This design comes from an exercise in tuning for small area, a short achievable clock period and few clock cycles per item on the open sky130 flow, not from production work.
RTL that was checked went through simulation tests only; none was proved equivalent to the original.
Power is estimated from default activity; no workload was simulated.

==> flow/design.v <==
module riscv_base_divider (
    input           clk_i,
    input           rst_i,
    input           opcode_valid_i,
    input  [31:0]   opcode_opcode_i,
    input  [31:0]   opcode_pc_i,
    input           opcode_invalid_i,
    input  [4:0]    opcode_rd_idx_i,
    input  [4:0]    opcode_ra_idx_i,
    input  [4:0]    opcode_rb_idx_i,
    input  [31:0]   opcode_ra_operand_i,
    input  [31:0]   opcode_rb_operand_i,
    output          writeback_valid_o,
    output [31:0]   writeback_value_o
);
    wire inst_div_w  = (opcode_opcode_i & 32'hfe00707f) == 32'h2004033;
    wire inst_divu_w = (opcode_opcode_i & 32'hfe00707f) == 32'h2005033;
    wire inst_rem_w  = (opcode_opcode_i & 32'hfe00707f) == 32'h2006033;
    wire inst_remu_w = (opcode_opcode_i & 32'hfe00707f) == 32'h2007033;
    wire div_rem_inst_w = inst_div_w | inst_divu_w | inst_rem_w | inst_remu_w;
    wire valid_req_w = opcode_valid_i & div_rem_inst_w & ~opcode_invalid_i;
    localparam [1:0] S_IDLE = 2'd0, S_SETUP = 2'd1, S_ITER = 2'd2;
    reg [1:0]  state_q;
    reg        valid_q;
    reg [33:0] rem_q;      
    reg [33:0] div_q;      
    reg [31:0] quo_q;      
    reg [5:0]  cnt_q;      
    reg [5:0]  mb_q;       
    reg        is_div_q;
    reg        an_q;       
    reg        sub_q;      
    reg        bzero_q;    
    reg        inv_q;      
    function [5:0] sigbits;
        input [31:0] v;
        input        top;
        reg [31:0] y;
        reg [15:0] n1; reg [15:0] p1;
        reg [7:0]  n2; reg [15:0] p2;
        reg [3:0]  n3; reg [11:0] p3;
        reg [1:0]  n4; reg [7:0]  p4;
        integer i;
        begin
            y = v ^ {top, v[31:1]};
            for (i = 0; i < 16; i = i + 1) begin
                n1[i] = y[2*i+1] | y[2*i];
                p1[i] = y[2*i+1];
            end
            for (i = 0; i < 8; i = i + 1) begin
                n2[i] = n1[2*i+1] | n1[2*i];
                p2[2*i+:2] = n1[2*i+1] ? {1'b1, p1[2*i+1]} : {1'b0, p1[2*i]};
            end
            for (i = 0; i < 4; i = i + 1) begin
                n3[i] = n2[2*i+1] | n2[2*i];
                p3[3*i+:3] = n2[2*i+1] ? {1'b1, p2[2*(2*i+1)+:2]} : {1'b0, p2[2*(2*i)+:2]};
            end
            for (i = 0; i < 2; i = i + 1) begin
                n4[i] = n3[2*i+1] | n3[2*i];
                p4[4*i+:4] = n3[2*i+1] ? {1'b1, p3[3*(2*i+1)+:3]} : {1'b0, p3[3*(2*i)+:3]};
            end
            sigbits = {n4[1] | n4[0], n4[1] ? {1'b1, p4[7:4]} : {1'b0, p4[3:0]}};
        end
    endfunction
    wire        sgn_w   = ~opcode_opcode_i[12];
    wire        an_in_w = sgn_w & opcode_ra_operand_i[31];
    wire        bn_in_w = sgn_w & opcode_rb_operand_i[31];
    wire        sub_in_w = ~(an_in_w ^ bn_in_w);
    reg  [34:0] pg_g, pg_p;
    integer     k, d;
    always @* begin
        pg_g = {rem_q & div_q, sub_q};
        pg_p = {rem_q ^ div_q, 1'b0};
        for (d = 1; d < 64; d = d * 2)
            for (k = 0; k < 35; k = k + 1)
                if (k % (2*d) == 2*d-1) begin
                    pg_g[k] = pg_g[k] | (pg_p[k] & pg_g[k-d]);
                    pg_p[k] = pg_p[k] & pg_p[k-d];
                end
        for (d = 16; d >= 1; d = d / 2)
            for (k = 0; k < 35; k = k + 1)
                if (k >= 3*d-1 && (k - (3*d-1)) % (2*d) == 0) begin
                    pg_g[k] = pg_g[k] | (pg_p[k] & pg_g[k-d]);
                    pg_p[k] = pg_p[k] & pg_p[k-d];
                end
    end
    wire [33:0] hp_w    = rem_q ^ div_q;
    wire [33:0] t_w     = hp_w ^ pg_g[33:0];
    wire [33:0] zb_w    = ~(hp_w ^ {rem_q[32:0] | div_q[32:0], sub_q});
    wire        tzero_w = &zb_w;
    wire        acc_w   = an_q ? (t_w[33] | tzero_w) : ~t_w[33];
    wire [5:0]  s_w      = cnt_q - mb_q + {5'd0, an_q};
    reg  [33:0] dsh_w;
    integer     j;
    always @* begin
        dsh_w = div_q;
        for (j = 0; j < 6; j = j + 1)
            if (s_w[j]) dsh_w = (dsh_w << (1 << j)) | ({34{sub_q}} & ((34'd1 << (1 << j)) - 34'd1));
    end
    wire        negq_w   = is_div_q & ~sub_q & ~bzero_q;
    wire        presub_w = acc_w & ~(is_div_q & sub_q);
    wire        last_w   = (cnt_q == 6'd0);
    always @(posedge clk_i or posedge rst_i) begin
        if (rst_i) begin
            state_q <= S_IDLE;
            valid_q <= 1'b0;
        end else begin
            valid_q <= 1'b0;
            case (state_q)
                S_IDLE:  if (valid_req_w) state_q <= S_SETUP;
                S_SETUP: if (bzero_q | ~acc_w) begin
                             state_q <= S_IDLE;
                             valid_q <= 1'b1;
                         end else
                             state_q <= S_ITER;
                default: if (last_w) begin
                             state_q <= S_IDLE;
                             valid_q <= 1'b1;
                         end
            endcase
        end
    end
    wire [5:0] ma_in_w = sigbits(opcode_ra_operand_i, an_in_w);
    wire [5:0] mb_in_w = sigbits(opcode_rb_operand_i, bn_in_w);
    always @(posedge clk_i) begin
        case (state_q)
            S_IDLE: begin
                is_div_q <= ~opcode_opcode_i[13];
                an_q     <= an_in_w;
                sub_q    <= sub_in_w;
                bzero_q  <= (opcode_rb_operand_i == 32'd0);
                rem_q    <= {{2{an_in_w}}, opcode_ra_operand_i};
                div_q    <= {{2{bn_in_w}}, opcode_rb_operand_i} ^ {34{sub_in_w}};
                cnt_q    <= {1'b0, ma_in_w[4:0]} + {5'd0, ma_in_w[5]};
                mb_q     <= {1'b0, mb_in_w[4:0]} + {5'd0, mb_in_w[5]};
            end
            S_SETUP: begin
                if (presub_w & ~bzero_q) rem_q <= t_w;
                inv_q <= negq_w;
                quo_q <= {32{bzero_q | (negq_w & acc_w)}};
                div_q <= dsh_w;
                cnt_q <= s_w;
            end
            default: begin
                if (acc_w) rem_q <= t_w;
                quo_q <= {quo_q[30:0], acc_w ^ inv_q};
                div_q <= {div_q[33], div_q[33:1]};
                cnt_q <= cnt_q - 6'd1;
            end
        endcase
    end
    assign writeback_valid_o = valid_q;
    assign writeback_value_o = is_div_q ? quo_q : rem_q[31:0];
endmodule
clock: 6.0 ns
lec_check: 0
cap_margin: 20
core_margin: 2
core_utilization: 40
setup_slack_margin: 2.0
slew_margin: 20
run.sh (not shown) runs the stock make flow with config.mk's settings and CLKGATE_MAP_FILE= SYNTH_SCRIPT=/design/flow/synth_recipe.tcl, a recipe that flattens the netlist after the stock synthesis.
Testbench counts at the start, summed over its fixed seeds: cycles 24,731, divs 3,200.
Then changed:
--- a/flow/design.v
+++ b/flow/design.v
@@ -63,16 +63,27 @@
         end
     endfunction
     wire        sgn_w   = ~opcode_opcode_i[12];
     wire        an_in_w = sgn_w & opcode_ra_operand_i[31];
     wire        bn_in_w = sgn_w & opcode_rb_operand_i[31];
     wire        sub_in_w = ~(an_in_w ^ bn_in_w);
+    reg  [33:0] lowz_w;
+    integer     m, e;
+    always @* begin
+        lowz_w = {~bn_in_w, ~opcode_rb_operand_i, 1'b1};
+        for (e = 1; e < 64; e = e * 2)
+            for (m = 0; m < 34; m = m + 1)
+                if (m % (2*e) == 2*e-1) lowz_w[m] = lowz_w[m] & lowz_w[m-e];
+        for (e = 16; e >= 1; e = e / 2)
+            for (m = 0; m < 34; m = m + 1)
+                if (m >= 3*e-1 && (m - (3*e-1)) % (2*e) == 0) lowz_w[m] = lowz_w[m] & lowz_w[m-e];
+    end
     reg  [34:0] pg_g, pg_p;
     integer     k, d;
     always @* begin
-        pg_g = {rem_q & div_q, sub_q};
+        pg_g = {rem_q & div_q, 1'b1};
         pg_p = {rem_q ^ div_q, 1'b0};
         for (d = 1; d < 64; d = d * 2)
             for (k = 0; k < 35; k = k + 1)
                 if (k % (2*d) == 2*d-1) begin
                     pg_g[k] = pg_g[k] | (pg_p[k] & pg_g[k-d]);
                     pg_p[k] = pg_p[k] & pg_p[k-d];
@@ -83,34 +94,36 @@
                     pg_g[k] = pg_g[k] | (pg_p[k] & pg_g[k-d]);
                     pg_p[k] = pg_p[k] & pg_p[k-d];
                 end
     end
     wire [33:0] hp_w    = rem_q ^ div_q;
     wire [33:0] t_w     = hp_w ^ pg_g[33:0];
-    wire [33:0] zb_w    = ~(hp_w ^ {rem_q[32:0] | div_q[32:0], sub_q});
-    wire        tzero_w = &zb_w;
+    wire        tzero_w = &hp_w;
     wire        acc_w   = an_q ? (t_w[33] | tzero_w) : ~t_w[33];
     wire [5:0]  s_w      = cnt_q - mb_q + {5'd0, an_q};
     reg  [33:0] dsh_w;
     integer     j;
     always @* begin
         dsh_w = div_q;
         for (j = 0; j < 6; j = j + 1)
-            if (s_w[j]) dsh_w = (dsh_w << (1 << j)) | ({34{sub_q}} & ((34'd1 << (1 << j)) - 34'd1));
+            if (s_w[j]) dsh_w = (dsh_w << (1 << j)) | ((34'd1 << (1 << j)) - 34'd1);
     end
     wire        negq_w   = is_div_q & ~sub_q & ~bzero_q;
     wire        presub_w = acc_w & ~(is_div_q & sub_q);
     wire        last_w   = (cnt_q == 6'd0);
     always @(posedge clk_i or posedge rst_i) begin
         if (rst_i) begin
             state_q <= S_IDLE;
             valid_q <= 1'b0;
         end else begin
             valid_q <= 1'b0;
             case (state_q)
-                S_IDLE:  if (valid_req_w) state_q <= S_SETUP;
+                S_IDLE:  if (valid_req_w) begin
+                             if (early_w) valid_q <= 1'b1;
+                             else         state_q <= S_SETUP;
+                         end
                 S_SETUP: if (bzero_q | ~acc_w) begin
                              state_q <= S_IDLE;
                              valid_q <= 1'b1;
                          end else
                              state_q <= S_ITER;
                 default: if (last_w) begin
@@ -119,21 +132,26 @@
                          end
             endcase
         end
     end
     wire [5:0] ma_in_w = sigbits(opcode_ra_operand_i, an_in_w);
     wire [5:0] mb_in_w = sigbits(opcode_rb_operand_i, bn_in_w);
+    wire       lt0_w   = ma_in_w[4:0] < mb_in_w[4:0];
+    wire       lt1_w   = {1'b0, ma_in_w[4:0]} + 6'd1 < {1'b0, mb_in_w[4:0]};
+    wire       early_w = mb_in_w[5] & (ma_in_w[5] ? (an_in_w ? lt1_w : lt0_w)
+                                                  : (~an_in_w | (mb_in_w[4:0] != 5'd0)));
     always @(posedge clk_i) begin
         case (state_q)
             S_IDLE: begin
+                quo_q    <= 32'd0;
                 is_div_q <= ~opcode_opcode_i[13];
                 an_q     <= an_in_w;
                 sub_q    <= sub_in_w;
                 bzero_q  <= (opcode_rb_operand_i == 32'd0);
                 rem_q    <= {{2{an_in_w}}, opcode_ra_operand_i};
-                div_q    <= {{2{bn_in_w}}, opcode_rb_operand_i} ^ {34{sub_in_w}};
+                div_q    <= {{2{bn_in_w}}, opcode_rb_operand_i} ^ ({34{sub_in_w}} | lowz_w);
                 cnt_q    <= {1'b0, ma_in_w[4:0]} + {5'd0, ma_in_w[5]};
                 mb_q     <= {1'b0, mb_in_w[4:0]} + {5'd0, mb_in_w[5]};
             end
             S_SETUP: begin
                 if (presub_w & ~bzero_q) rem_q <= t_w;
                 inv_q <= negq_w;
Worst setup slack got worse by 83 ps. Die area is lower by 6.5%. Register-to-register slack improved by 220 ps. Hold slack got worse by 98 ps. Routed wire length is lower by 1.8%. Power is lower by 6.9%. Final area is lower by 2.0%. Sequential share of layout area is lower by 1.9 points. First-iteration DRC count is higher by 8.3%. Synthesized area is lower by 6.7%. Clock power is about the same. Global-route usage is higher by 1.0 points.
Only the layout flow was run in the second run of this note; the RTL was not checked for function there.

re-timing with driven ports:
The flow's constraints put no driver on any port. The routed layouts listed below were extracted and timed again, unchanged, in two steps. Step 1 (the two cells are an assumption about what drives the block):
set clk [get_ports {clk_i}]
set_driving_cell -lib_cell sky130_fd_sc_hd__clkbuf_16 $clk
set_driving_cell -lib_cell sky130_fd_sc_hd__buf_2 [delete_from_list [all_inputs] $clk]
Step 2 adds t to the input delays and takes it off the output delays; t is the mean of the earliest and latest rising clock arrival at the registers after step 1. Input paths then give back, and output paths get back, about the clock's delay inside the block. a / b / c = ideal / step 1 / step 2; a / b = the first two.
| run | shift t [ns] | setup slack, ns | worst setup path after step 2 |
|---|---|---|---|
| the first run | 0.476 | 2.125 / 2.125 / 1.669 | input to register |
| the second run | 0.472 | 2.043 / 2.066 / 1.594 | input to register |
After both steps setup and hold are still met in every run listed. The setup slack of the first run, which loses most, moves by 0.000 ns with the drivers and by -0.456 ns with both steps.
